Background: an optimization exercise with open tools, aiming at small area and a short achievable clock period. Do not read the settings as production practice.
No functional check of the RTL was part of this run.
Power figures rest on the tool's default switching activity, not on a simulated workload.

## flow/flow/run.sh

```bash
#!/bin/bash
# Layout flow: the standard ORFS flow (standard synthesis, floorplan,
# placement, CTS, routing) with a larger setup-slack target for the timing
# repair steps, so that the repair keeps improving paths that already meet
# the 16 ns clock. The clock, I/O delays and all constraints are the standard flow's.
set -euo pipefail
MARGIN=9
TNS=10
sed -e "s/\"\${@:-finish}\"/SETUP_SLACK_MARGIN=$MARGIN TNS_END_PERCENT=$TNS \"\${@:-finish}\"/" standard.sh > standard_margin.sh
grep -q "SETUP_SLACK_MARGIN=$MARGIN TNS_END_PERCENT" standard_margin.sh
bash standard_margin.sh > standard.log 2>&1
```

## flow/standard.sh

```bash
#!/bin/bash
# synth_recipe.tcl (not shown) runs the flow's synth.tcl, then flattens the netlist and writes it again
# the make line also repeats each setting of config.mk as NAME=value (left out here)
make -C /OpenROAD-flow-scripts/flow DESIGN_CONFIG=/design/flow/config.mk WORK_HOME=/design/flow/orfs CLKGATE_MAP_FILE= SYNTH_SCRIPT=/design/flow/synth_recipe.tcl "${@:-finish}"
```

## flow/config.mk

```make
export PLATFORM = sky130hd
export DESIGN_NAME = alu
export DESIGN_NICKNAME = alu
export VERILOG_FILES = /design/flow/design.v
export SDC_FILE = /design/flow/constraint.sdc
export NUM_CORES = 4
export LEC_CHECK = 0
export ABC_AREA = 1
export CAP_MARGIN = 20
export CORE_MARGIN = 2
export CORE_UTILIZATION = 55
export CTS_CLUSTER_DIAMETER = 100
export CTS_CLUSTER_SIZE = 30
export PLACE_DENSITY = 0.7
export SLEW_MARGIN = 20
```

## flow/constraint.sdc

```tcl
create_clock -name core_clock -period 16.0 [get_ports {clk}]
set_input_delay 3.2000 -clock core_clock [delete_from_list [all_inputs] [get_ports {clk}]]
set_output_delay 3.2000 -clock core_clock [all_outputs]
set_load 0.01 [all_outputs]
```

## flow/design.v

```verilog
module alu(instr,clk,rst,alucon,result,zero,so1,so2);
input [31:0] instr;
input clk;
input rst;
output [3:0] alucon;
output zero;
output reg [31:0] so1;
output reg [31:0] so2;
output [31:0] result;
  reg [2:0] ac;
  assign alucon = {1'b0, ac};
  reg [31:0] s0, s1, s2, s3, s4, s5, s6, s7;
  reg [32*27-1:0] mem;   
  reg        pend;       
  reg [2:0]  pend_rd;    
  reg        pend_ld;    
  reg [4:0]  maddr;      
  reg        mok;        
  reg [26:0] lsel;       
  reg        st;         
  reg [31:0] sdr;        
  reg [31:0] row0;
  reg [31:0] row1;
  reg [31:0] row2;
  reg [31:0] row3;
  wire ps1 = row0[0] ^ row1[0];
  wire pc2 = row0[0] & row1[0];
  wire ps3 = row0[1] ^ row1[1] ^ row2[1];
  wire pc4 = (row0[1] & row1[1]) | (row0[1] & row2[1]) | (row1[1] & row2[1]);
  wire ps5 = row0[2] ^ row1[2] ^ row2[2];
  wire pc6 = (row0[2] & row1[2]) | (row0[2] & row2[2]) | (row1[2] & row2[2]);
  wire ps7 = row0[3] ^ row1[3] ^ row2[3];
  wire pc8 = (row0[3] & row1[3]) | (row0[3] & row2[3]) | (row1[3] & row2[3]);
  wire ps9 = row0[4] ^ row1[4] ^ row2[4];
  wire pc10 = (row0[4] & row1[4]) | (row0[4] & row2[4]) | (row1[4] & row2[4]);
  wire ps11 = row0[5] ^ row1[5] ^ row2[5];
  wire pc12 = (row0[5] & row1[5]) | (row0[5] & row2[5]) | (row1[5] & row2[5]);
  wire ps13 = row0[6] ^ row1[6] ^ row2[6];
  wire pc14 = (row0[6] & row1[6]) | (row0[6] & row2[6]) | (row1[6] & row2[6]);
  wire ps15 = row0[7] ^ row1[7] ^ row2[7];
  wire pc16 = (row0[7] & row1[7]) | (row0[7] & row2[7]) | (row1[7] & row2[7]);
  wire ps17 = row0[8] ^ row1[8] ^ row2[8];
  wire pc18 = (row0[8] & row1[8]) | (row0[8] & row2[8]) | (row1[8] & row2[8]);
  wire ps19 = row0[9] ^ row1[9] ^ row2[9];
  wire pc20 = (row0[9] & row1[9]) | (row0[9] & row2[9]) | (row1[9] & row2[9]);
  wire ps21 = row0[10] ^ row1[10] ^ row2[10];
  wire pc22 = (row0[10] & row1[10]) | (row0[10] & row2[10]) | (row1[10] & row2[10]);
  wire ps23 = row0[11] ^ row1[11] ^ row2[11];
  wire pc24 = (row0[11] & row1[11]) | (row0[11] & row2[11]) | (row1[11] & row2[11]);
  wire ps25 = row0[12] ^ row1[12] ^ row2[12];
  wire pc26 = (row0[12] & row1[12]) | (row0[12] & row2[12]) | (row1[12] & row2[12]);
  wire ps27 = row0[13] ^ row1[13] ^ row2[13];
  wire pc28 = (row0[13] & row1[13]) | (row0[13] & row2[13]) | (row1[13] & row2[13]);
  wire ps29 = row0[14] ^ row1[14] ^ row2[14];
  wire pc30 = (row0[14] & row1[14]) | (row0[14] & row2[14]) | (row1[14] & row2[14]);
  wire ps31 = row0[15] ^ row1[15] ^ row2[15];
  wire pc32 = (row0[15] & row1[15]) | (row0[15] & row2[15]) | (row1[15] & row2[15]);
  wire ps33 = row0[16] ^ row1[16] ^ row2[16];
  wire pc34 = (row0[16] & row1[16]) | (row0[16] & row2[16]) | (row1[16] & row2[16]);
  wire ps35 = row0[17] ^ row1[17] ^ row2[17];
  wire pc36 = (row0[17] & row1[17]) | (row0[17] & row2[17]) | (row1[17] & row2[17]);
  wire ps37 = row0[18] ^ row1[18] ^ row2[18];
  wire pc38 = (row0[18] & row1[18]) | (row0[18] & row2[18]) | (row1[18] & row2[18]);
  wire ps39 = row0[19] ^ row1[19] ^ row2[19];
  wire pc40 = (row0[19] & row1[19]) | (row0[19] & row2[19]) | (row1[19] & row2[19]);
  wire ps41 = row0[20] ^ row1[20] ^ row2[20];
  wire pc42 = (row0[20] & row1[20]) | (row0[20] & row2[20]) | (row1[20] & row2[20]);
  wire ps43 = row0[21] ^ row1[21] ^ row2[21];
  wire pc44 = (row0[21] & row1[21]) | (row0[21] & row2[21]) | (row1[21] & row2[21]);
  wire ps45 = row0[22] ^ row1[22] ^ row2[22];
  wire pc46 = (row0[22] & row1[22]) | (row0[22] & row2[22]) | (row1[22] & row2[22]);
  wire ps47 = row0[23] ^ row1[23] ^ row2[23];
  wire pc48 = (row0[23] & row1[23]) | (row0[23] & row2[23]) | (row1[23] & row2[23]);
  wire ps49 = row0[24] ^ row1[24] ^ row2[24];
  wire pc50 = (row0[24] & row1[24]) | (row0[24] & row2[24]) | (row1[24] & row2[24]);
  wire ps51 = row0[25] ^ row1[25] ^ row2[25];
  wire pc52 = (row0[25] & row1[25]) | (row0[25] & row2[25]) | (row1[25] & row2[25]);
  wire ps53 = row0[26] ^ row1[26] ^ row2[26];
  wire pc54 = (row0[26] & row1[26]) | (row0[26] & row2[26]) | (row1[26] & row2[26]);
  wire ps55 = row0[27] ^ row1[27] ^ row2[27];
  wire pc56 = (row0[27] & row1[27]) | (row0[27] & row2[27]) | (row1[27] & row2[27]);
  wire ps57 = row0[28] ^ row1[28] ^ row2[28];
  wire pc58 = (row0[28] & row1[28]) | (row0[28] & row2[28]) | (row1[28] & row2[28]);
  wire ps59 = row0[29] ^ row1[29] ^ row2[29];
  wire pc60 = (row0[29] & row1[29]) | (row0[29] & row2[29]) | (row1[29] & row2[29]);
  wire ps61 = row0[30] ^ row1[30] ^ row2[30];
  wire pc62 = (row0[30] & row1[30]) | (row0[30] & row2[30]) | (row1[30] & row2[30]);
  wire ps63 = row0[31] ^ row1[31] ^ row2[31];
  wire pc64 = (row0[31] & row1[31]) | (row0[31] & row2[31]) | (row1[31] & row2[31]);
  wire ps65 = row2[0] ^ row3[0];
  wire pc66 = row2[0] & row3[0];
  wire ps67 = row3[1] ^ ps3 ^ pc2;
  wire pc68 = (row3[1] & ps3) | (row3[1] & pc2) | (ps3 & pc2);
  wire ps69 = row3[2] ^ ps5 ^ pc4;
  wire pc70 = (row3[2] & ps5) | (row3[2] & pc4) | (ps5 & pc4);
  wire ps71 = row3[3] ^ ps7 ^ pc6;
  wire pc72 = (row3[3] & ps7) | (row3[3] & pc6) | (ps7 & pc6);
  wire ps73 = row3[4] ^ ps9 ^ pc8;
  wire pc74 = (row3[4] & ps9) | (row3[4] & pc8) | (ps9 & pc8);
  wire ps75 = row3[5] ^ ps11 ^ pc10;
  wire pc76 = (row3[5] & ps11) | (row3[5] & pc10) | (ps11 & pc10);
  wire ps77 = row3[6] ^ ps13 ^ pc12;
  wire pc78 = (row3[6] & ps13) | (row3[6] & pc12) | (ps13 & pc12);
  wire ps79 = row3[7] ^ ps15 ^ pc14;
  wire pc80 = (row3[7] & ps15) | (row3[7] & pc14) | (ps15 & pc14);
  wire ps81 = row3[8] ^ ps17 ^ pc16;
  wire pc82 = (row3[8] & ps17) | (row3[8] & pc16) | (ps17 & pc16);
  wire ps83 = row3[9] ^ ps19 ^ pc18;
  wire pc84 = (row3[9] & ps19) | (row3[9] & pc18) | (ps19 & pc18);
  wire ps85 = row3[10] ^ ps21 ^ pc20;
  wire pc86 = (row3[10] & ps21) | (row3[10] & pc20) | (ps21 & pc20);
  wire ps87 = row3[11] ^ ps23 ^ pc22;
  wire pc88 = (row3[11] & ps23) | (row3[11] & pc22) | (ps23 & pc22);
  wire ps89 = row3[12] ^ ps25 ^ pc24;
  wire pc90 = (row3[12] & ps25) | (row3[12] & pc24) | (ps25 & pc24);
  wire ps91 = row3[13] ^ ps27 ^ pc26;
  wire pc92 = (row3[13] & ps27) | (row3[13] & pc26) | (ps27 & pc26);
  wire ps93 = row3[14] ^ ps29 ^ pc28;
  wire pc94 = (row3[14] & ps29) | (row3[14] & pc28) | (ps29 & pc28);
  wire ps95 = row3[15] ^ ps31 ^ pc30;
  wire pc96 = (row3[15] & ps31) | (row3[15] & pc30) | (ps31 & pc30);
  wire ps97 = row3[16] ^ ps33 ^ pc32;
  wire pc98 = (row3[16] & ps33) | (row3[16] & pc32) | (ps33 & pc32);
  wire ps99 = row3[17] ^ ps35 ^ pc34;
  wire pc100 = (row3[17] & ps35) | (row3[17] & pc34) | (ps35 & pc34);
  wire ps101 = row3[18] ^ ps37 ^ pc36;
  wire pc102 = (row3[18] & ps37) | (row3[18] & pc36) | (ps37 & pc36);
  wire ps103 = row3[19] ^ ps39 ^ pc38;
  wire pc104 = (row3[19] & ps39) | (row3[19] & pc38) | (ps39 & pc38);
  wire ps105 = row3[20] ^ ps41 ^ pc40;
  wire pc106 = (row3[20] & ps41) | (row3[20] & pc40) | (ps41 & pc40);
  wire ps107 = row3[21] ^ ps43 ^ pc42;
  wire pc108 = (row3[21] & ps43) | (row3[21] & pc42) | (ps43 & pc42);
  wire ps109 = row3[22] ^ ps45 ^ pc44;
  wire pc110 = (row3[22] & ps45) | (row3[22] & pc44) | (ps45 & pc44);
  wire ps111 = row3[23] ^ ps47 ^ pc46;
  wire pc112 = (row3[23] & ps47) | (row3[23] & pc46) | (ps47 & pc46);
  wire ps113 = row3[24] ^ ps49 ^ pc48;
  wire pc114 = (row3[24] & ps49) | (row3[24] & pc48) | (ps49 & pc48);
  wire ps115 = row3[25] ^ ps51 ^ pc50;
  wire pc116 = (row3[25] & ps51) | (row3[25] & pc50) | (ps51 & pc50);
  wire ps117 = row3[26] ^ ps53 ^ pc52;
  wire pc118 = (row3[26] & ps53) | (row3[26] & pc52) | (ps53 & pc52);
  wire ps119 = row3[27] ^ ps55 ^ pc54;
  wire pc120 = (row3[27] & ps55) | (row3[27] & pc54) | (ps55 & pc54);
  wire ps121 = row3[28] ^ ps57 ^ pc56;
  wire pc122 = (row3[28] & ps57) | (row3[28] & pc56) | (ps57 & pc56);
  wire ps123 = row3[29] ^ ps59 ^ pc58;
  wire pc124 = (row3[29] & ps59) | (row3[29] & pc58) | (ps59 & pc58);
  wire ps125 = row3[30] ^ ps61 ^ pc60;
  wire pc126 = (row3[30] & ps61) | (row3[30] & pc60) | (ps61 & pc60);
  wire ps127 = row3[31] ^ ps63 ^ pc62;
  wire pc128 = (row3[31] & ps63) | (row3[31] & pc62) | (ps63 & pc62);
  wire [31:0] fa_ = {ps127, ps125, ps123, ps121, ps119, ps117, ps115, ps113, ps111, ps109, ps107, ps105, ps103, ps101, ps99, ps97, ps95, ps93, ps91, ps89, ps87, ps85, ps83, ps81, ps79, ps77, ps75, ps73, ps71, ps69, ps67, ps1};
  wire [31:0] fb_ = {pc126, pc124, pc122, pc120, pc118, pc116, pc114, pc112, pc110, pc108, pc106, pc104, pc102, pc100, pc98, pc96, pc94, pc92, pc90, pc88, pc86, pc84, pc82, pc80, pc78, pc76, pc74, pc72, pc70, pc68, pc66, ps65};
  wire mul = ac[2];
  wire sub = ~ac[2] & ac[1] & ac[0];
  wire arith = ac[2] | ac[1];
  wire [31:0] aa = mul ? fa_ : so1;
  wire [31:0] ab = mul ? fb_ : so2 ^ {32{sub}};
  wire [31:0] sum = aa + ab + {31'b0, sub};
  wire zsum = ~|(aa ^ ab ^ {aa[30:0] | ab[30:0], sub});
  wire [31:0] andv = so1 & so2;
  wire [31:0] orv = so1 | so2;
  assign result = arith ? sum : ac[0] ? orv : andv;
  assign zero = arith ? zsum : ac[0] ? ~|orv : ~|andv;
  reg [31:0] mrd;
  integer k;
  always @* begin
    mrd = 32'b0;
    for (k = 0; k < 27; k = k + 1)
      mrd = mrd | (mem[32*k +: 32] & {32{lsel[k]}});
  end
  wire [31:0] pv = mrd | (result & {32{~pend_ld}});
  wire [5:0] op = instr[31:26];
  wire [5:0] fn = instr[5:0];
  wire [4:0] rs = instr[25:21];
  wire [4:0] rt = instr[20:16];
  wire [4:0] rd = instr[15:11];
  wire [15:0] imm = instr[15:0];
  wire isR  = op == 6'h00;
  wire isLW = op == 6'h23;
  wire isSW = op == 6'h2b;
  wire isAI = op == 6'h08;
  wire isBQ = op == 6'h04;
  wire isI  = isLW | isSW | isAI;
  wire rs_ok = rs[4:3] == 2'b10;
  wire rt_ok = rt[4:3] == 2'b10;
  wire rd_ok = rd[4:3] == 2'b10;
  reg [2:0] ac_n;
  always @* begin
    ac_n = ac;
    if (isR) begin
      if (fn == 6'h20) ac_n = 3'd2;
      else if (fn == 6'h22) ac_n = 3'd3;
      else if (fn == 6'h24) ac_n = 3'd0;
      else if (fn == 6'h25) ac_n = 3'd1;
      else if (fn == 6'h18) ac_n = 3'd4;
    end else if (isI) ac_n = 3'd2;
    else if (isBQ) ac_n = 3'd3;
  end
  function [31:0] rdreg(input [2:0] a);
    case (a)
      3'd0: rdreg = s0; 3'd1: rdreg = s1; 3'd2: rdreg = s2; 3'd3: rdreg = s3;
      3'd4: rdreg = s4; 3'd5: rdreg = s5; 3'd6: rdreg = s6; default: rdreg = s7;
    endcase
  endfunction
  wire [7:0] pf, d1, d2;
  wire [31:0] sv [0:7];
  assign sv[0] = s0; assign sv[1] = s1; assign sv[2] = s2; assign sv[3] = s3;
  assign sv[4] = s4; assign sv[5] = s5; assign sv[6] = s6; assign sv[7] = s7;
  genvar g;
  generate
    for (g = 0; g < 8; g = g + 1) begin : g_rsel
      assign pf[g] = pend & (pend_rd == g);
      assign d1[g] = rs[2:0] == g;
      assign d2[g] = rt[2:0] == g;
    end
  endgenerate
  wire h1 = |(d1 & pf);
  wire h2 = |(d2 & pf);
  reg [31:0] r1, r2;
  integer m;
  always @* begin
    r1 = pv & {32{h1}};
    r2 = pv & {32{h2}};
    for (m = 0; m < 8; m = m + 1) begin
      r1 = r1 | (sv[m] & {32{d1[m] & ~pf[m]}});
      r2 = r2 | (sv[m] & {32{d2[m] & ~pf[m]}});
    end
  end
  wire [31:0] x = ((isR | isBQ | isI) & rs_ok) ? r1 : so1;
  wire [31:0] y = ((isR | isBQ) & rt_ok) ? r2 : isI ? {16'b0, imm} : so2;
  wire [31:0] eb = {16'b0, imm};
  wire [5:0] ea_lo = {1'b0, x[4:0]} + {1'b0, imm[4:0]};
  wire [31:0] ea_ph = x ^ eb;
  wire [31:0] ea_pg = x | eb;
  wire ea_hz = (ea_ph[5] == ea_lo[5]) & (ea_ph[31:6] == ea_pg[30:5]);
  wire ea_ok = ea_hz & (ea_lo[4:0] < 5'd27);
  wire [26:0] lsel_n;
  genvar q;
  generate
    for (q = 0; q < 27; q = q + 1) begin : g_lsel
      assign lsel_n[q] = isLW & ea_ok & (ea_lo[4:0] == q);
    end
  endgenerate
  wire bn0 = y[1];
  wire b10 = y[0] ^ 1'b0;
  wire b20 = (y[1] ^ y[0]) & ~(y[0] ^ 1'b0);
  wire [31:0] pp0 = ({32{b10}} & x[31:0] | {32{b20}} & {x[30:0], 1'b0}) ^ {32{bn0}};
  wire bn1 = y[3];
  wire b11 = y[2] ^ y[1];
  wire b21 = (y[3] ^ y[2]) & ~(y[2] ^ y[1]);
  wire [29:0] pp1 = ({30{b11}} & x[29:0] | {30{b21}} & {x[28:0], 1'b0}) ^ {30{bn1}};
  wire bn2 = y[5];
  wire b12 = y[4] ^ y[3];
  wire b22 = (y[5] ^ y[4]) & ~(y[4] ^ y[3]);
  wire [27:0] pp2 = ({28{b12}} & x[27:0] | {28{b22}} & {x[26:0], 1'b0}) ^ {28{bn2}};
  wire bn3 = y[7];
  wire b13 = y[6] ^ y[5];
  wire b23 = (y[7] ^ y[6]) & ~(y[6] ^ y[5]);
  wire [25:0] pp3 = ({26{b13}} & x[25:0] | {26{b23}} & {x[24:0], 1'b0}) ^ {26{bn3}};
  wire bn4 = y[9];
  wire b14 = y[8] ^ y[7];
  wire b24 = (y[9] ^ y[8]) & ~(y[8] ^ y[7]);
  wire [23:0] pp4 = ({24{b14}} & x[23:0] | {24{b24}} & {x[22:0], 1'b0}) ^ {24{bn4}};
  wire bn5 = y[11];
  wire b15 = y[10] ^ y[9];
  wire b25 = (y[11] ^ y[10]) & ~(y[10] ^ y[9]);
  wire [21:0] pp5 = ({22{b15}} & x[21:0] | {22{b25}} & {x[20:0], 1'b0}) ^ {22{bn5}};
  wire bn6 = y[13];
  wire b16 = y[12] ^ y[11];
  wire b26 = (y[13] ^ y[12]) & ~(y[12] ^ y[11]);
  wire [19:0] pp6 = ({20{b16}} & x[19:0] | {20{b26}} & {x[18:0], 1'b0}) ^ {20{bn6}};
  wire bn7 = y[15];
  wire b17 = y[14] ^ y[13];
  wire b27 = (y[15] ^ y[14]) & ~(y[14] ^ y[13]);
  wire [17:0] pp7 = ({18{b17}} & x[17:0] | {18{b27}} & {x[16:0], 1'b0}) ^ {18{bn7}};
  wire bn8 = y[17];
  wire b18 = y[16] ^ y[15];
  wire b28 = (y[17] ^ y[16]) & ~(y[16] ^ y[15]);
  wire [15:0] pp8 = ({16{b18}} & x[15:0] | {16{b28}} & {x[14:0], 1'b0}) ^ {16{bn8}};
  wire bn9 = y[19];
  wire b19 = y[18] ^ y[17];
  wire b29 = (y[19] ^ y[18]) & ~(y[18] ^ y[17]);
  wire [13:0] pp9 = ({14{b19}} & x[13:0] | {14{b29}} & {x[12:0], 1'b0}) ^ {14{bn9}};
  wire bn10 = y[21];
  wire b110 = y[20] ^ y[19];
  wire b210 = (y[21] ^ y[20]) & ~(y[20] ^ y[19]);
  wire [11:0] pp10 = ({12{b110}} & x[11:0] | {12{b210}} & {x[10:0], 1'b0}) ^ {12{bn10}};
  wire bn11 = y[23];
  wire b111 = y[22] ^ y[21];
  wire b211 = (y[23] ^ y[22]) & ~(y[22] ^ y[21]);
  wire [9:0] pp11 = ({10{b111}} & x[9:0] | {10{b211}} & {x[8:0], 1'b0}) ^ {10{bn11}};
  wire bn12 = y[25];
  wire b112 = y[24] ^ y[23];
  wire b212 = (y[25] ^ y[24]) & ~(y[24] ^ y[23]);
  wire [7:0] pp12 = ({8{b112}} & x[7:0] | {8{b212}} & {x[6:0], 1'b0}) ^ {8{bn12}};
  wire bn13 = y[27];
  wire b113 = y[26] ^ y[25];
  wire b213 = (y[27] ^ y[26]) & ~(y[26] ^ y[25]);
  wire [5:0] pp13 = ({6{b113}} & x[5:0] | {6{b213}} & {x[4:0], 1'b0}) ^ {6{bn13}};
  wire bn14 = y[29];
  wire b114 = y[28] ^ y[27];
  wire b214 = (y[29] ^ y[28]) & ~(y[28] ^ y[27]);
  wire [3:0] pp14 = ({4{b114}} & x[3:0] | {4{b214}} & {x[2:0], 1'b0}) ^ {4{bn14}};
  wire bn15 = y[31];
  wire b115 = y[30] ^ y[29];
  wire b215 = (y[31] ^ y[30]) & ~(y[30] ^ y[29]);
  wire pp15_0 = b115 & x[0];
  wire pp15_1 = b115 ? (x[1] ^ (bn15 & x[0])) : (b215 & x[0]);
  wire ms129 = pp0[24] ^ pp1[22];
  wire mc130 = pp0[24] & pp1[22];
  wire ms131 = pp0[25] ^ pp1[23];
  wire mc132 = pp0[25] & pp1[23];
  wire ms133 = pp0[26] ^ pp1[24] ^ pp2[22];
  wire mc134 = (pp0[26] & pp1[24]) | (pp0[26] & pp2[22]) | (pp1[24] & pp2[22]);
  wire ms135 = pp3[20] ^ pp4[18];
  wire mc136 = pp3[20] & pp4[18];
  wire ms137 = pp0[27] ^ pp1[25] ^ pp2[23];
  wire mc138 = (pp0[27] & pp1[25]) | (pp0[27] & pp2[23]) | (pp1[25] & pp2[23]);
  wire ms139 = pp3[21] ^ pp4[19];
  wire mc140 = pp3[21] & pp4[19];
  wire ms141 = pp0[28] ^ pp1[26] ^ pp2[24];
  wire mc142 = (pp0[28] & pp1[26]) | (pp0[28] & pp2[24]) | (pp1[26] & pp2[24]);
  wire ms143 = pp3[22] ^ pp4[20] ^ pp5[18];
  wire mc144 = (pp3[22] & pp4[20]) | (pp3[22] & pp5[18]) | (pp4[20] & pp5[18]);
  wire ms145 = pp6[16] ^ pp7[14];
  wire mc146 = pp6[16] & pp7[14];
  wire ms147 = pp0[29] ^ pp1[27] ^ pp2[25];
  wire mc148 = (pp0[29] & pp1[27]) | (pp0[29] & pp2[25]) | (pp1[27] & pp2[25]);
  wire ms149 = pp3[23] ^ pp4[21] ^ pp5[19];
  wire mc150 = (pp3[23] & pp4[21]) | (pp3[23] & pp5[19]) | (pp4[21] & pp5[19]);
  wire ms151 = pp6[17] ^ pp7[15];
  wire mc152 = pp6[17] & pp7[15];
  wire ms153 = pp0[30] ^ pp1[28] ^ pp2[26];
  wire mc154 = (pp0[30] & pp1[28]) | (pp0[30] & pp2[26]) | (pp1[28] & pp2[26]);
  wire ms155 = pp3[24] ^ pp4[22] ^ pp5[20];
  wire mc156 = (pp3[24] & pp4[22]) | (pp3[24] & pp5[20]) | (pp4[22] & pp5[20]);
  wire ms157 = pp6[18] ^ pp7[16] ^ pp8[14];
  wire mc158 = (pp6[18] & pp7[16]) | (pp6[18] & pp8[14]) | (pp7[16] & pp8[14]);
  wire ms159 = pp0[16] ^ pp1[14];
  wire mc160 = pp0[16] & pp1[14];
  wire ms161 = pp0[17] ^ pp1[15];
  wire mc162 = pp0[17] & pp1[15];
  wire ms163 = pp0[18] ^ pp1[16] ^ pp2[14];
  wire mc164 = (pp0[18] & pp1[16]) | (pp0[18] & pp2[14]) | (pp1[16] & pp2[14]);
  wire ms165 = pp3[12] ^ pp4[10];
  wire mc166 = pp3[12] & pp4[10];
  wire ms167 = pp0[19] ^ pp1[17] ^ pp2[15];
  wire mc168 = (pp0[19] & pp1[17]) | (pp0[19] & pp2[15]) | (pp1[17] & pp2[15]);
  wire ms169 = pp3[13] ^ pp4[11];
  wire mc170 = pp3[13] & pp4[11];
  wire ms171 = pp0[20] ^ pp1[18] ^ pp2[16];
  wire mc172 = (pp0[20] & pp1[18]) | (pp0[20] & pp2[16]) | (pp1[18] & pp2[16]);
  wire ms173 = pp3[14] ^ pp4[12] ^ pp5[10];
  wire mc174 = (pp3[14] & pp4[12]) | (pp3[14] & pp5[10]) | (pp4[12] & pp5[10]);
  wire ms175 = pp6[8] ^ pp7[6];
  wire mc176 = pp6[8] & pp7[6];
  wire ms177 = pp0[21] ^ pp1[19] ^ pp2[17];
  wire mc178 = (pp0[21] & pp1[19]) | (pp0[21] & pp2[17]) | (pp1[19] & pp2[17]);
  wire ms179 = pp3[15] ^ pp4[13] ^ pp5[11];
  wire mc180 = (pp3[15] & pp4[13]) | (pp3[15] & pp5[11]) | (pp4[13] & pp5[11]);
  wire ms181 = pp6[9] ^ pp7[7];
  wire mc182 = pp6[9] & pp7[7];
  wire ms183 = pp0[22] ^ pp1[20] ^ pp2[18];
  wire mc184 = (pp0[22] & pp1[20]) | (pp0[22] & pp2[18]) | (pp1[20] & pp2[18]);
  wire ms185 = pp3[16] ^ pp4[14] ^ pp5[12];
  wire mc186 = (pp3[16] & pp4[14]) | (pp3[16] & pp5[12]) | (pp4[14] & pp5[12]);
  wire ms187 = pp6[10] ^ pp7[8] ^ pp8[6];
  wire mc188 = (pp6[10] & pp7[8]) | (pp6[10] & pp8[6]) | (pp7[8] & pp8[6]);
  wire ms189 = pp9[4] ^ pp10[2];
  wire mc190 = pp9[4] & pp10[2];
  wire ms191 = pp0[23] ^ pp1[21] ^ pp2[19];
  wire mc192 = (pp0[23] & pp1[21]) | (pp0[23] & pp2[19]) | (pp1[21] & pp2[19]);
  wire ms193 = pp3[17] ^ pp4[15] ^ pp5[13];
  wire mc194 = (pp3[17] & pp4[15]) | (pp3[17] & pp5[13]) | (pp4[15] & pp5[13]);
  wire ms195 = pp6[11] ^ pp7[9] ^ pp8[7];
  wire mc196 = (pp6[11] & pp7[9]) | (pp6[11] & pp8[7]) | (pp7[9] & pp8[7]);
  wire ms197 = pp9[5] ^ pp10[3];
  wire mc198 = pp9[5] & pp10[3];
  wire ms199 = pp2[20] ^ pp3[18] ^ pp4[16];
  wire mc200 = (pp2[20] & pp3[18]) | (pp2[20] & pp4[16]) | (pp3[18] & pp4[16]);
  wire ms201 = pp5[14] ^ pp6[12] ^ pp7[10];
  wire mc202 = (pp5[14] & pp6[12]) | (pp5[14] & pp7[10]) | (pp6[12] & pp7[10]);
  wire ms203 = pp8[8] ^ pp9[6] ^ pp10[4];
  wire mc204 = (pp8[8] & pp9[6]) | (pp8[8] & pp10[4]) | (pp9[6] & pp10[4]);
  wire ms205 = pp11[2] ^ pp12[0] ^ bn12;
  wire mc206 = (pp11[2] & pp12[0]) | (pp11[2] & bn12) | (pp12[0] & bn12);
  wire ms207 = pp2[21] ^ pp3[19] ^ pp4[17];
  wire mc208 = (pp2[21] & pp3[19]) | (pp2[21] & pp4[17]) | (pp3[19] & pp4[17]);
  wire ms209 = pp5[15] ^ pp6[13] ^ pp7[11];
  wire mc210 = (pp5[15] & pp6[13]) | (pp5[15] & pp7[11]) | (pp6[13] & pp7[11]);
  wire ms211 = pp8[9] ^ pp9[7] ^ pp10[5];
  wire mc212 = (pp8[9] & pp9[7]) | (pp8[9] & pp10[5]) | (pp9[7] & pp10[5]);
  wire ms213 = pp11[3] ^ pp12[1] ^ ms131;
  wire mc214 = (pp11[3] & pp12[1]) | (pp11[3] & ms131) | (pp12[1] & ms131);
  wire ms215 = pp5[16] ^ pp6[14] ^ pp7[12];
  wire mc216 = (pp5[16] & pp6[14]) | (pp5[16] & pp7[12]) | (pp6[14] & pp7[12]);
  wire ms217 = pp8[10] ^ pp9[8] ^ pp10[6];
  wire mc218 = (pp8[10] & pp9[8]) | (pp8[10] & pp10[6]) | (pp9[8] & pp10[6]);
  wire ms219 = pp11[4] ^ pp12[2] ^ pp13[0];
  wire mc220 = (pp11[4] & pp12[2]) | (pp11[4] & pp13[0]) | (pp12[2] & pp13[0]);
  wire ms221 = bn13 ^ ms133 ^ ms135;
  wire mc222 = (bn13 & ms133) | (bn13 & ms135) | (ms133 & ms135);
  wire ms223 = pp5[17] ^ pp6[15] ^ pp7[13];
  wire mc224 = (pp5[17] & pp6[15]) | (pp5[17] & pp7[13]) | (pp6[15] & pp7[13]);
  wire ms225 = pp8[11] ^ pp9[9] ^ pp10[7];
  wire mc226 = (pp8[11] & pp9[9]) | (pp8[11] & pp10[7]) | (pp9[9] & pp10[7]);
  wire ms227 = pp11[5] ^ pp12[3] ^ pp13[1];
  wire mc228 = (pp11[5] & pp12[3]) | (pp11[5] & pp13[1]) | (pp12[3] & pp13[1]);
  wire ms229 = ms137 ^ ms139 ^ mc134;
  wire mc230 = (ms137 & ms139) | (ms137 & mc134) | (ms139 & mc134);
  wire ms231 = pp8[12] ^ pp9[10] ^ pp10[8];
  wire mc232 = (pp8[12] & pp9[10]) | (pp8[12] & pp10[8]) | (pp9[10] & pp10[8]);
  wire ms233 = pp11[6] ^ pp12[4] ^ pp13[2];
  wire mc234 = (pp11[6] & pp12[4]) | (pp11[6] & pp13[2]) | (pp12[4] & pp13[2]);
  wire ms235 = pp14[0] ^ bn14 ^ ms141;
  wire mc236 = (pp14[0] & bn14) | (pp14[0] & ms141) | (bn14 & ms141);
  wire ms237 = ms143 ^ ms145 ^ mc138;
  wire mc238 = (ms143 & ms145) | (ms143 & mc138) | (ms145 & mc138);
  wire ms239 = pp8[13] ^ pp9[11] ^ pp10[9];
  wire mc240 = (pp8[13] & pp9[11]) | (pp8[13] & pp10[9]) | (pp9[11] & pp10[9]);
  wire ms241 = pp11[7] ^ pp12[5] ^ pp13[3];
  wire mc242 = (pp11[7] & pp12[5]) | (pp11[7] & pp13[3]) | (pp12[5] & pp13[3]);
  wire ms243 = pp14[1] ^ ms147 ^ ms149;
  wire mc244 = (pp14[1] & ms147) | (pp14[1] & ms149) | (ms147 & ms149);
  wire ms245 = ms151 ^ mc142 ^ mc144;
  wire mc246 = (ms151 & mc142) | (ms151 & mc144) | (mc142 & mc144);
  wire ms247 = pp9[12] ^ pp10[10] ^ pp11[8];
  wire mc248 = (pp9[12] & pp10[10]) | (pp9[12] & pp11[8]) | (pp10[10] & pp11[8]);
  wire ms249 = pp12[6] ^ pp13[4] ^ pp14[2];
  wire mc250 = (pp12[6] & pp13[4]) | (pp12[6] & pp14[2]) | (pp13[4] & pp14[2]);
  wire ms251 = pp15_0 ^ ms153 ^ ms155;
  wire mc252 = (pp15_0 & ms153) | (pp15_0 & ms155) | (ms153 & ms155);
  wire ms253 = ms157 ^ mc148 ^ mc150;
  wire mc254 = (ms157 & mc148) | (ms157 & mc150) | (mc148 & mc150);
  wire ms255 = pp0[10] ^ pp1[8];
  wire mc256 = pp0[10] & pp1[8];
  wire ms257 = pp0[11] ^ pp1[9];
  wire mc258 = pp0[11] & pp1[9];
  wire ms259 = pp0[12] ^ pp1[10] ^ pp2[8];
  wire mc260 = (pp0[12] & pp1[10]) | (pp0[12] & pp2[8]) | (pp1[10] & pp2[8]);
  wire ms261 = pp3[6] ^ pp4[4];
  wire mc262 = pp3[6] & pp4[4];
  wire ms263 = pp0[13] ^ pp1[11] ^ pp2[9];
  wire mc264 = (pp0[13] & pp1[11]) | (pp0[13] & pp2[9]) | (pp1[11] & pp2[9]);
  wire ms265 = pp3[7] ^ pp4[5];
  wire mc266 = pp3[7] & pp4[5];
  wire ms267 = pp0[14] ^ pp1[12] ^ pp2[10];
  wire mc268 = (pp0[14] & pp1[12]) | (pp0[14] & pp2[10]) | (pp1[12] & pp2[10]);
  wire ms269 = pp3[8] ^ pp4[6] ^ pp5[4];
  wire mc270 = (pp3[8] & pp4[6]) | (pp3[8] & pp5[4]) | (pp4[6] & pp5[4]);
  wire ms271 = pp6[2] ^ pp7[0];
  wire mc272 = pp6[2] & pp7[0];
  wire ms273 = pp0[15] ^ pp1[13] ^ pp2[11];
  wire mc274 = (pp0[15] & pp1[13]) | (pp0[15] & pp2[11]) | (pp1[13] & pp2[11]);
  wire ms275 = pp3[9] ^ pp4[7] ^ pp5[5];
  wire mc276 = (pp3[9] & pp4[7]) | (pp3[9] & pp5[5]) | (pp4[7] & pp5[5]);
  wire ms277 = pp6[3] ^ pp7[1];
  wire mc278 = pp6[3] & pp7[1];
  wire ms279 = pp2[12] ^ pp3[10] ^ pp4[8];
  wire mc280 = (pp2[12] & pp3[10]) | (pp2[12] & pp4[8]) | (pp3[10] & pp4[8]);
  wire ms281 = pp5[6] ^ pp6[4] ^ pp7[2];
  wire mc282 = (pp5[6] & pp6[4]) | (pp5[6] & pp7[2]) | (pp6[4] & pp7[2]);
  wire ms283 = pp8[0] ^ bn8 ^ ms159;
  wire mc284 = (pp8[0] & bn8) | (pp8[0] & ms159) | (bn8 & ms159);
  wire ms285 = pp2[13] ^ pp3[11] ^ pp4[9];
  wire mc286 = (pp2[13] & pp3[11]) | (pp2[13] & pp4[9]) | (pp3[11] & pp4[9]);
  wire ms287 = pp5[7] ^ pp6[5] ^ pp7[3];
  wire mc288 = (pp5[7] & pp6[5]) | (pp5[7] & pp7[3]) | (pp6[5] & pp7[3]);
  wire ms289 = pp8[1] ^ ms161 ^ mc160;
  wire mc290 = (pp8[1] & ms161) | (pp8[1] & mc160) | (ms161 & mc160);
  wire ms291 = pp5[8] ^ pp6[6] ^ pp7[4];
  wire mc292 = (pp5[8] & pp6[6]) | (pp5[8] & pp7[4]) | (pp6[6] & pp7[4]);
  wire ms293 = pp8[2] ^ pp9[0] ^ bn9;
  wire mc294 = (pp8[2] & pp9[0]) | (pp8[2] & bn9) | (pp9[0] & bn9);
  wire ms295 = ms163 ^ ms165 ^ mc162;
  wire mc296 = (ms163 & ms165) | (ms163 & mc162) | (ms165 & mc162);
  wire ms297 = pp5[9] ^ pp6[7] ^ pp7[5];
  wire mc298 = (pp5[9] & pp6[7]) | (pp5[9] & pp7[5]) | (pp6[7] & pp7[5]);
  wire ms299 = pp8[3] ^ pp9[1] ^ ms167;
  wire mc300 = (pp8[3] & pp9[1]) | (pp8[3] & ms167) | (pp9[1] & ms167);
  wire ms301 = ms169 ^ mc164 ^ mc166;
  wire mc302 = (ms169 & mc164) | (ms169 & mc166) | (mc164 & mc166);
  wire ms303 = pp8[4] ^ pp9[2] ^ pp10[0];
  wire mc304 = (pp8[4] & pp9[2]) | (pp8[4] & pp10[0]) | (pp9[2] & pp10[0]);
  wire ms305 = bn10 ^ ms171 ^ ms173;
  wire mc306 = (bn10 & ms171) | (bn10 & ms173) | (ms171 & ms173);
  wire ms307 = ms175 ^ mc168 ^ mc170;
  wire mc308 = (ms175 & mc168) | (ms175 & mc170) | (mc168 & mc170);
  wire ms309 = pp8[5] ^ pp9[3] ^ pp10[1];
  wire mc310 = (pp8[5] & pp9[3]) | (pp8[5] & pp10[1]) | (pp9[3] & pp10[1]);
  wire ms311 = ms177 ^ ms179 ^ ms181;
  wire mc312 = (ms177 & ms179) | (ms177 & ms181) | (ms179 & ms181);
  wire ms313 = mc172 ^ mc174 ^ mc176;
  wire mc314 = (mc172 & mc174) | (mc172 & mc176) | (mc174 & mc176);
  wire ms315 = pp11[0] ^ bn11 ^ ms183;
  wire mc316 = (pp11[0] & bn11) | (pp11[0] & ms183) | (bn11 & ms183);
  wire ms317 = ms185 ^ ms187 ^ ms189;
  wire mc318 = (ms185 & ms187) | (ms185 & ms189) | (ms187 & ms189);
  wire ms319 = mc178 ^ mc180 ^ mc182;
  wire mc320 = (mc178 & mc180) | (mc178 & mc182) | (mc180 & mc182);
  wire ms321 = pp11[1] ^ ms191 ^ ms193;
  wire mc322 = (pp11[1] & ms191) | (pp11[1] & ms193) | (ms191 & ms193);
  wire ms323 = ms195 ^ ms197 ^ mc184;
  wire mc324 = (ms195 & ms197) | (ms195 & mc184) | (ms197 & mc184);
  wire ms325 = mc186 ^ mc188 ^ mc190;
  wire mc326 = (mc186 & mc188) | (mc186 & mc190) | (mc188 & mc190);
  wire ms327 = ms129 ^ ms199 ^ ms201;
  wire mc328 = (ms129 & ms199) | (ms129 & ms201) | (ms199 & ms201);
  wire ms329 = ms203 ^ ms205 ^ mc192;
  wire mc330 = (ms203 & ms205) | (ms203 & mc192) | (ms205 & mc192);
  wire ms331 = mc194 ^ mc196 ^ mc198;
  wire mc332 = (mc194 & mc196) | (mc194 & mc198) | (mc196 & mc198);
  wire ms333 = mc130 ^ ms207 ^ ms209;
  wire mc334 = (mc130 & ms207) | (mc130 & ms209) | (ms207 & ms209);
  wire ms335 = ms211 ^ ms213 ^ mc200;
  wire mc336 = (ms211 & ms213) | (ms211 & mc200) | (ms213 & mc200);
  wire ms337 = mc202 ^ mc204 ^ mc206;
  wire mc338 = (mc202 & mc204) | (mc202 & mc206) | (mc204 & mc206);
  wire ms339 = mc132 ^ ms215 ^ ms217;
  wire mc340 = (mc132 & ms215) | (mc132 & ms217) | (ms215 & ms217);
  wire ms341 = ms219 ^ ms221 ^ mc208;
  wire mc342 = (ms219 & ms221) | (ms219 & mc208) | (ms221 & mc208);
  wire ms343 = mc210 ^ mc212 ^ mc214;
  wire mc344 = (mc210 & mc212) | (mc210 & mc214) | (mc212 & mc214);
  wire ms345 = mc136 ^ ms223 ^ ms225;
  wire mc346 = (mc136 & ms223) | (mc136 & ms225) | (ms223 & ms225);
  wire ms347 = ms227 ^ ms229 ^ mc216;
  wire mc348 = (ms227 & ms229) | (ms227 & mc216) | (ms229 & mc216);
  wire ms349 = mc218 ^ mc220 ^ mc222;
  wire mc350 = (mc218 & mc220) | (mc218 & mc222) | (mc220 & mc222);
  wire ms351 = mc140 ^ ms231 ^ ms233;
  wire mc352 = (mc140 & ms231) | (mc140 & ms233) | (ms231 & ms233);
  wire ms353 = ms235 ^ ms237 ^ mc224;
  wire mc354 = (ms235 & ms237) | (ms235 & mc224) | (ms237 & mc224);
  wire ms355 = mc226 ^ mc228 ^ mc230;
  wire mc356 = (mc226 & mc228) | (mc226 & mc230) | (mc228 & mc230);
  wire ms357 = mc146 ^ ms239 ^ ms241;
  wire mc358 = (mc146 & ms239) | (mc146 & ms241) | (ms239 & ms241);
  wire ms359 = ms243 ^ ms245 ^ mc232;
  wire mc360 = (ms243 & ms245) | (ms243 & mc232) | (ms245 & mc232);
  wire ms361 = mc234 ^ mc236 ^ mc238;
  wire mc362 = (mc234 & mc236) | (mc234 & mc238) | (mc236 & mc238);
  wire ms363 = mc152 ^ ms247 ^ ms249;
  wire mc364 = (mc152 & ms247) | (mc152 & ms249) | (ms247 & ms249);
  wire ms365 = ms251 ^ ms253 ^ mc240;
  wire mc366 = (ms251 & ms253) | (ms251 & mc240) | (ms253 & mc240);
  wire ms367 = mc242 ^ mc244 ^ mc246;
  wire mc368 = (mc242 & mc244) | (mc242 & mc246) | (mc244 & mc246);
  wire ms369 = pp0[6] ^ pp1[4];
  wire mc370 = pp0[6] & pp1[4];
  wire ms371 = pp0[7] ^ pp1[5];
  wire mc372 = pp0[7] & pp1[5];
  wire ms373 = pp0[8] ^ pp1[6] ^ pp2[4];
  wire mc374 = (pp0[8] & pp1[6]) | (pp0[8] & pp2[4]) | (pp1[6] & pp2[4]);
  wire ms375 = pp3[2] ^ pp4[0];
  wire mc376 = pp3[2] & pp4[0];
  wire ms377 = pp0[9] ^ pp1[7] ^ pp2[5];
  wire mc378 = (pp0[9] & pp1[7]) | (pp0[9] & pp2[5]) | (pp1[7] & pp2[5]);
  wire ms379 = pp3[3] ^ pp4[1];
  wire mc380 = pp3[3] & pp4[1];
  wire ms381 = pp2[6] ^ pp3[4] ^ pp4[2];
  wire mc382 = (pp2[6] & pp3[4]) | (pp2[6] & pp4[2]) | (pp3[4] & pp4[2]);
  wire ms383 = pp5[0] ^ bn5 ^ ms255;
  wire mc384 = (pp5[0] & bn5) | (pp5[0] & ms255) | (bn5 & ms255);
  wire ms385 = pp2[7] ^ pp3[5] ^ pp4[3];
  wire mc386 = (pp2[7] & pp3[5]) | (pp2[7] & pp4[3]) | (pp3[5] & pp4[3]);
  wire ms387 = pp5[1] ^ ms257 ^ mc256;
  wire mc388 = (pp5[1] & ms257) | (pp5[1] & mc256) | (ms257 & mc256);
  wire ms389 = pp5[2] ^ pp6[0] ^ bn6;
  wire mc390 = (pp5[2] & pp6[0]) | (pp5[2] & bn6) | (pp6[0] & bn6);
  wire ms391 = ms259 ^ ms261 ^ mc258;
  wire mc392 = (ms259 & ms261) | (ms259 & mc258) | (ms261 & mc258);
  wire ms393 = pp5[3] ^ pp6[1] ^ ms263;
  wire mc394 = (pp5[3] & pp6[1]) | (pp5[3] & ms263) | (pp6[1] & ms263);
  wire ms395 = ms265 ^ mc260 ^ mc262;
  wire mc396 = (ms265 & mc260) | (ms265 & mc262) | (mc260 & mc262);
  wire ms397 = bn7 ^ ms267 ^ ms269;
  wire mc398 = (bn7 & ms267) | (bn7 & ms269) | (ms267 & ms269);
  wire ms399 = ms271 ^ mc264 ^ mc266;
  wire mc400 = (ms271 & mc264) | (ms271 & mc266) | (mc264 & mc266);
  wire ms401 = ms273 ^ ms275 ^ ms277;
  wire mc402 = (ms273 & ms275) | (ms273 & ms277) | (ms275 & ms277);
  wire ms403 = mc268 ^ mc270 ^ mc272;
  wire mc404 = (mc268 & mc270) | (mc268 & mc272) | (mc270 & mc272);
  wire ms405 = ms279 ^ ms281 ^ ms283;
  wire mc406 = (ms279 & ms281) | (ms279 & ms283) | (ms281 & ms283);
  wire ms407 = mc274 ^ mc276 ^ mc278;
  wire mc408 = (mc274 & mc276) | (mc274 & mc278) | (mc276 & mc278);
  wire ms409 = ms285 ^ ms287 ^ ms289;
  wire mc410 = (ms285 & ms287) | (ms285 & ms289) | (ms287 & ms289);
  wire ms411 = mc280 ^ mc282 ^ mc284;
  wire mc412 = (mc280 & mc282) | (mc280 & mc284) | (mc282 & mc284);
  wire ms413 = ms291 ^ ms293 ^ ms295;
  wire mc414 = (ms291 & ms293) | (ms291 & ms295) | (ms293 & ms295);
  wire ms415 = mc286 ^ mc288 ^ mc290;
  wire mc416 = (mc286 & mc288) | (mc286 & mc290) | (mc288 & mc290);
  wire ms417 = ms297 ^ ms299 ^ ms301;
  wire mc418 = (ms297 & ms299) | (ms297 & ms301) | (ms299 & ms301);
  wire ms419 = mc292 ^ mc294 ^ mc296;
  wire mc420 = (mc292 & mc294) | (mc292 & mc296) | (mc294 & mc296);
  wire ms421 = ms303 ^ ms305 ^ ms307;
  wire mc422 = (ms303 & ms305) | (ms303 & ms307) | (ms305 & ms307);
  wire ms423 = mc298 ^ mc300 ^ mc302;
  wire mc424 = (mc298 & mc300) | (mc298 & mc302) | (mc300 & mc302);
  wire ms425 = ms309 ^ ms311 ^ ms313;
  wire mc426 = (ms309 & ms311) | (ms309 & ms313) | (ms311 & ms313);
  wire ms427 = mc304 ^ mc306 ^ mc308;
  wire mc428 = (mc304 & mc306) | (mc304 & mc308) | (mc306 & mc308);
  wire ms429 = ms315 ^ ms317 ^ ms319;
  wire mc430 = (ms315 & ms317) | (ms315 & ms319) | (ms317 & ms319);
  wire ms431 = mc310 ^ mc312 ^ mc314;
  wire mc432 = (mc310 & mc312) | (mc310 & mc314) | (mc312 & mc314);
  wire ms433 = ms321 ^ ms323 ^ ms325;
  wire mc434 = (ms321 & ms323) | (ms321 & ms325) | (ms323 & ms325);
  wire ms435 = mc316 ^ mc318 ^ mc320;
  wire mc436 = (mc316 & mc318) | (mc316 & mc320) | (mc318 & mc320);
  wire ms437 = ms327 ^ ms329 ^ ms331;
  wire mc438 = (ms327 & ms329) | (ms327 & ms331) | (ms329 & ms331);
  wire ms439 = mc322 ^ mc324 ^ mc326;
  wire mc440 = (mc322 & mc324) | (mc322 & mc326) | (mc324 & mc326);
  wire ms441 = ms333 ^ ms335 ^ ms337;
  wire mc442 = (ms333 & ms335) | (ms333 & ms337) | (ms335 & ms337);
  wire ms443 = mc328 ^ mc330 ^ mc332;
  wire mc444 = (mc328 & mc330) | (mc328 & mc332) | (mc330 & mc332);
  wire ms445 = ms339 ^ ms341 ^ ms343;
  wire mc446 = (ms339 & ms341) | (ms339 & ms343) | (ms341 & ms343);
  wire ms447 = mc334 ^ mc336 ^ mc338;
  wire mc448 = (mc334 & mc336) | (mc334 & mc338) | (mc336 & mc338);
  wire ms449 = ms345 ^ ms347 ^ ms349;
  wire mc450 = (ms345 & ms347) | (ms345 & ms349) | (ms347 & ms349);
  wire ms451 = mc340 ^ mc342 ^ mc344;
  wire mc452 = (mc340 & mc342) | (mc340 & mc344) | (mc342 & mc344);
  wire ms453 = ms351 ^ ms353 ^ ms355;
  wire mc454 = (ms351 & ms353) | (ms351 & ms355) | (ms353 & ms355);
  wire ms455 = mc346 ^ mc348 ^ mc350;
  wire mc456 = (mc346 & mc348) | (mc346 & mc350) | (mc348 & mc350);
  wire ms457 = ms357 ^ ms359 ^ ms361;
  wire mc458 = (ms357 & ms359) | (ms357 & ms361) | (ms359 & ms361);
  wire ms459 = mc352 ^ mc354 ^ mc356;
  wire mc460 = (mc352 & mc354) | (mc352 & mc356) | (mc354 & mc356);
  wire ms461 = ms363 ^ ms365 ^ ms367;
  wire mc462 = (ms363 & ms365) | (ms363 & ms367) | (ms365 & ms367);
  wire ms463 = mc358 ^ mc360 ^ mc362;
  wire mc464 = (mc358 & mc360) | (mc358 & mc362) | (mc360 & mc362);
  wire x465 = pp0[31] ^ pp1[29];
  wire x466 = pp2[27] ^ pp3[25];
  wire x467 = pp4[23] ^ pp5[21];
  wire x468 = pp6[19] ^ pp7[17];
  wire x469 = pp8[15] ^ pp9[13];
  wire x470 = pp10[11] ^ pp11[9];
  wire x471 = pp12[7] ^ pp13[5];
  wire x472 = pp14[3] ^ pp15_1;
  wire x473 = x465 ^ x466;
  wire x474 = x467 ^ x468;
  wire x475 = x469 ^ x470;
  wire x476 = x471 ^ x472;
  wire x477 = x473 ^ x474;
  wire x478 = x475 ^ x476;
  wire x479 = x477 ^ x478;
  wire x480 = mc154 ^ mc248;
  wire x481 = mc254 ^ mc368;
  wire x482 = x480 ^ x481;
  wire x483 = mc156 ^ mc250;
  wire x484 = mc364 ^ mc462;
  wire x485 = x483 ^ x484;
  wire x486 = mc158 ^ mc252;
  wire x487 = mc366 ^ mc464;
  wire x488 = x486 ^ x487;
  wire [31:0] mrow0 = {x479, ms461, ms457, ms453, ms449, ms445, ms441, ms437, ms433, ms429, ms425, ms421, ms417, ms413, ms409, ms405, ms401, ms397, ms393, ms389, ms385, ms381, ms377, bn4, pp2[3], pp2[2], pp0[5], pp0[4], pp0[3], pp0[2], pp0[1], pp0[0]};
  wire [31:0] mrow1 = {x482, ms463, ms459, ms455, ms451, ms447, ms443, ms439, ms435, ms431, ms427, ms423, ms419, ms415, ms411, ms407, ms403, ms399, ms395, ms391, ms387, ms383, ms379, ms373, pp3[1], pp3[0], pp1[3], pp1[2], pp1[1], pp1[0], 1'b0, bn0};
  wire [31:0] mrow2 = {x485, mc458, mc454, mc450, mc446, mc442, mc438, mc434, mc430, mc426, mc422, mc418, mc414, mc410, mc406, mc402, mc398, mc394, mc390, mc386, mc382, mc378, mc374, ms375, ms371, bn3, pp2[1], pp2[0], 1'b0, bn1, 1'b0, 1'b0};
  wire [31:0] mrow3 = {x488, mc460, mc456, mc452, mc448, mc444, mc440, mc436, mc432, mc428, mc424, mc420, mc416, mc412, mc408, mc404, mc400, mc396, mc392, mc388, mc384, mc380, mc376, mc372, mc370, ms369, 1'b0, bn2, 1'b0, 1'b0, 1'b0, 1'b0};
  always @(posedge clk) begin
    if (rst) begin
      ac <= 3'd0; so1 <= 32'b0; so2 <= 32'b0;
      pend <= 1'b0; st <= 1'b0;
    end else begin
      ac <= ac_n; so1 <= x; so2 <= y;
      pend <= (isR & rd_ok) | ((isAI | isLW) & rt_ok);
      st <= isSW & rt_ok & ea_ok;
    end
    pend_rd <= isR ? rd[2:0] : rt[2:0];
    pend_ld <= isLW;
    maddr <= ea_lo[4:0];
    mok <= ea_ok;
    lsel <= lsel_n;
    sdr <= r2;
    row0 <= mrow0;
    row1 <= mrow1;
    row2 <= mrow2;
    row3 <= mrow3;
  end
  wire [31:0] pv0 = pv & {32{~rst}};
  wire [7:0] swe;
  genvar w;
  generate
    for (w = 0; w < 8; w = w + 1) begin : g_swe
      assign swe[w] = rst | (pend && pend_rd == w);
    end
  endgenerate
  always @(posedge clk) begin
    if (swe[0]) s0 <= pv0;
    if (swe[1]) s1 <= pv0;
    if (swe[2]) s2 <= pv0;
    if (swe[3]) s3 <= pv0;
    if (swe[4]) s4 <= pv0;
    if (swe[5]) s5 <= pv0;
    if (swe[6]) s6 <= pv0;
    if (swe[7]) s7 <= pv0;
  end
  wire [31:0] sd = sdr;
  wire [31:0] sd0 = sd & {32{~rst}};
  wire [31:0] sd1 = sd | {32{rst}};
  generate
    for (w = 0; w < 27; w = w + 1) begin : g_mem
      wire we = rst | (st && maddr == w);
      wire [31:0] c = (w < 18) ? w + 1 : 32'b0;
      always @(posedge clk)
        if (we) mem[32*w +: 32] <= (c & sd1) | (~c & sd0);
    end
  endgenerate
endmodule
```

==> summary.txt <==
-- metal layers --
layer  vias up  track usage  routed length, um
li1      23239            -                  -
met1     26777        0.536              93900
met2      4966        0.674             123000
met3      1334        0.154              42300
met4        18        0.322              27100
met5         -            0                196
-- flip-flops by register name (all words and copies together), names as in the netlist, 29 cells and up --
signal,count
so2,32
so1,32
s5,32
row2,29
mem,864
sdr,32
s2,32
s1,32
s7,32
s6,32
row1,31
row0,32
s3,32
s4,32
s0,32
-- final timing paths --
| path | end | slack [ns] | cells after the start |
|---|---|---|---|
| max | row0[28] | 8.68 | 22 |
| min | mem[484] | 0.61 | 2 |
| max reg2reg | row2[31] | 8.88 | 33 |
| min reg2reg | mem[484] | 0.61 | 2 |
-- layout by cell type, fill, tap and decap left out, types with 178 or more instances in the layout --
| cell | instances |
|---|---|
| sky130_fd_sc_hd__buf_4 | 380 |
| sky130_fd_sc_hd__dfxtp_1 | 210 |
| sky130_fd_sc_hd__edfxtp_1 | 1120 |
| sky130_fd_sc_hd__fa_1 | 178 |
| sky130_fd_sc_hd__inv_1 | 629 |
| sky130_fd_sc_hd__nand2_1 | 1501 |
| sky130_fd_sc_hd__nand3_1 | 226 |
| sky130_fd_sc_hd__nor2_1 | 307 |
| sky130_fd_sc_hd__o22ai_1 | 267 |
| sky130_fd_sc_hd__xor2_1 | 258 |
-- logic make-up after synthesis --
kind of cell / count (synthesis) / share of synthesized area
AO/OA/AOI/OAI: 888 / 0.0888
AND/OR/NAND/NOR: 2673 / 0.166
other: 1 / 0.0000551
XOR/XNOR: 288 / 0.0372
multiplexers: 5 / 0.000754
buffers and inverters: 1034 / 0.0611
adder cells (fa/ha/maj): 300 / 0.0766
flip-flops: 1376 / 0.570
-- stage by stage --
stage / std cells / instance area, um2 / utilization / setup slack (ns)
global route: 8639 / 81000 / 0.657 / 8.58
finish: 8649 / 81100 / 0.657 / 8.68
CTS: 8615 / 80100 / 0.650 / 8.74
floorplan: 6565 / 68400 / - / 8.77
global placement: 8183 / 71700 / 0.582 / 5.88
detailed placement: 8183 / 71700 / 0.582 / 5.85
-- worst reg2reg max path, delay by kind of cell (launching register included) --
family | cells | cell delay [ns]
adders and majority gates | 7 | 2.83
DFF | 1 | 0.36
AOI/OAI and AO/OA | 3 | 0.82
xor gates and xnor gates | 3 | 0.41
buffers and inverters | 8 | 0.80
and+or+nand+nor | 12 | 1.78
-- where the power goes --
| part | internal (uW) | switching (uW) |
|---|---|---|
| Clock | 681 | 1130 |
| Combinational | 323 | 700 |
| Sequential | 4160 | 105 |
| Total | 5160 | 1940 |
-- what timing repair did --
action,4_1_cts,5_1_grt
resized for setup,987,190
hold buffers,0,0
setup endpoints to repair,161,100
pin swaps,259,118
gates cloned,37,0
setup buffers,294,24
-- area by class of cell --
cell class / instances / area share
timing repair inverter: 9 / 0.000664
clock buffer: 89 / 0.0183
sequential: 1376 / 0.479
multi-input combinational: 4160 / 0.360
antenna: 10 / 0.000309
tap: 1637 / 0.0253
timing repair buffer: 614 / 0.0768
inverter: 742 / 0.0377
clock inverter: 12 / 0.00241
==> flow_summary.rst <==
.. list-table::
   :header-rows: 1

   * - Metric
     - Value
   * - Result of the run
     - timing/DRC/antenna clean
   * - Post-synth top area share
     - 0.494
   * - Max-cap violation count
     - 0
   * - Cts bufs inserted
     - 54
   * - Slew Limit Fails
     - 0
   * - Cell types with the highest counts after synthesis
     - sky130_fd_sc_hd__nand2_1 (1699), sky130_fd_sc_hd__edfxtp_1 (1120), sky130_fd_sc_hd__inv_1 (693), sky130_fd_sc_hd__nor2_1 (348), sky130_fd_sc_hd__o22ai_1 (285)
   * - Area contributors post-synth
     - sky130_fd_sc_hd__edfxtp_1 (49%), sky130_fd_sc_hd__nand2_1 (9.4%), sky130_fd_sc_hd__dfxtp_1 (7.5%)
   * - Total Routed Length
     - roughly 290000 um
   * - Critical path startpoint category
     - primary input
   * - Maximum number of pins on one net before global-route repair
     - 57
   * - Overflow left after global routing
     - 0
   * - Top_reg_cell synth
     - sky130_fd_sc_hd__edfxtp_1
   * - Critical path's slowest cell
     - sky130_fd_sc_hd__fa_1
   * - Type of destination of the critical path
     - flip-flop
   * - Final total negative setup slack
     - 0 ns
   * - Startpoint of the tightest hold check path
     - sdr[4]
   * - Number of warnings issued by yosys
     - 1
   * - Vias in the first global route
     - 52929
   * - Power, Total
     - 7100 uW
   * - Post-synthesis cell type count
     - slightly above 70
   * - EDFF count, synth
     - between 1000 and 1500
   * - Clock Skews
     - 0.0467 ns
   * - Number of nets with antenna violations after routing
     - 0
   * - Kind of critical path
     - in2reg
   * - Async set-reset flop share out of synthesis
     - 0
   * - Power density over cell area
     - 87.6 mW/mm2
   * - Post-synthesis average cell area
     - 10.4 um2
   * - Cell chain of the critical path
     - buf_6, nand2_4, nor3_4, o21ai_2, nand2_2, buf_12, inv_8, o21ai_4, nand2_2, buf_12, buf_12, nor4_4, a21boi_2, inv_2, buf_6, o22ai_1, xor2_1, fa_2, fa_1, fa_1, inv_1, fa_1
   * - Die Area
     - approximately 0.13 mm2
   * - Layout overhead on the synthesized area
     - 19.1%
   * - Combined area of the multi-input logic cells
     - between 0.02 and 0.03 mm2
   * - Die span in x
     - 356 um
   * - Summed instance area of the synthesized netlist
     - 0.0681 mm2
   * - Filler Cells Inserted
     - 9430
   * - Setup repair after global routing missed its margin
     - true
   * - Min-Delay Path Class
     - reg2reg
   * - Via count normalized by instance count
     - 6.51
   * - Wire length per cell after detailed routing
     - 33.1 um
   * - Height of the die
     - around 360 um
   * - Global routing usage summed across all routing layers
     - 0.447
   * - Buffering stage count on the worst path with inverters included
     - 8
   * - Largest area contributor in the synthesized netlist
     - sky130_fd_sc_hd__edfxtp_1
   * - Worst stage delay on the critical path
     - 0.55 ns
   * - Static power due to leakage
     - 0.0325 uW
   * - Post-detailed-placement half-perimeter wirelength
     - 180000 um
   * - Area of the core
     - 0.123 mm2
   * - DRC Markers
     - 0
   * - Number of sinks on the clock net
     - 1376
   * - Starting utilization of the core area
     - 0.552
   * - Cell at the root of the clock tree
     - sky130_fd_sc_hd__clkbuf_16
   * - Most common cell in the synthesized netlist
     - sky130_fd_sc_hd__nand2_1
   * - Seq/Total Area, Yosys
     - 0.570
   * - Worst path required time
     - 16.66 ns
   * - Clock tree from TritonCTS
     - yes
   * - Clock latency at the later pin of the worst-skew pair
     - 0.75 ns
   * - Instance count of the mapped netlist
     - 6565
   * - IO Port Bufs
     - between 100 and 150
   * - Number of levels the H-tree was split into
     - 2
   * - Total setup violations reported at the end of the flow
     - 0
   * - Synthesized flop and latch total
     - 1376
   * - Detailed-routing iteration count for the pre-antenna-repair pass
     - 7
   * - Fraction of layout instances using a drive strength above 1
     - 0.199
   * - CP top delay family
     - adder cells
   * - Reg-to-Reg Start
     - row0[4]
   * - Register Area
     - 0.0388 mm2
   * - Global placement routability congestion
     - 1.13
   * - Period Utilization, post-route
     - 0.458
   * - Fmax
     - 137 MHz
   * - Worst slew slack as a fraction of its limit
     - 0.118
   * - Number of buffers on the longest clock path
     - 3
   * - Antenna violations before repair
     - 16
   * - Max IR drop VDD
     - 129 uV
   * - Slew at the pin closest to its max-slew limit
     - 1.32 ns
   * - Clock edge transition at the registers on the reported setup and hold paths
     - 0.12 ns
   * - Synthesized netlist net count
     - 6899
   * - Count of final hold-check violations
     - 0
   * - Critical path fanouts, max
     - 8
   * - Hold slack final
     - 0.605 ns
   * - Wire length of the first global-routing pass
     - 395000 um
   * - Vias
     - 56334
   * - First element of the critical path
     - instr[31]
   * - Detailed router's first-iteration violation count
     - 9012
   * - Number of placement rows
     - around 130
   * - Final net count
     - 7291
   * - Final critical delay including setup and external delays
     - 7.32 ns
   * - Endpoint arrival time on the critical path
     - 7.98 ns
   * - I/O pin total
     - 135

-- what the ideal ports hide --
How much do the figures lean on ideal ports? The routed layout below was timed once more, with nothing changed but the port constraints.
Step 1: set_driving_cell puts a clkbuf_16 on clk and a buf_2 on each other input, an assumption about the parent block.
Step 2 adds t to the input delays and takes it off the output delays; t is the mean of the earliest and latest rising clock arrival at the registers after step 1. Input paths then give back, and output paths get back, about the clock's delay inside the block.
a / b / c = no drivers / after step 1 / after step 2; a / b = the first two.
t, ns: 0.807
setup slack, ns: 8.678 / 8.616 / 7.908
worst setup path after step 2: input to register
worst slew at a driven data input, ns: 0.19
cell pins on the clock port's net: 1
After both steps setup and hold are still met in this run. For this run, drivers alone change the setup slack by -0.062 ns; drivers and shift together by -0.770 ns.
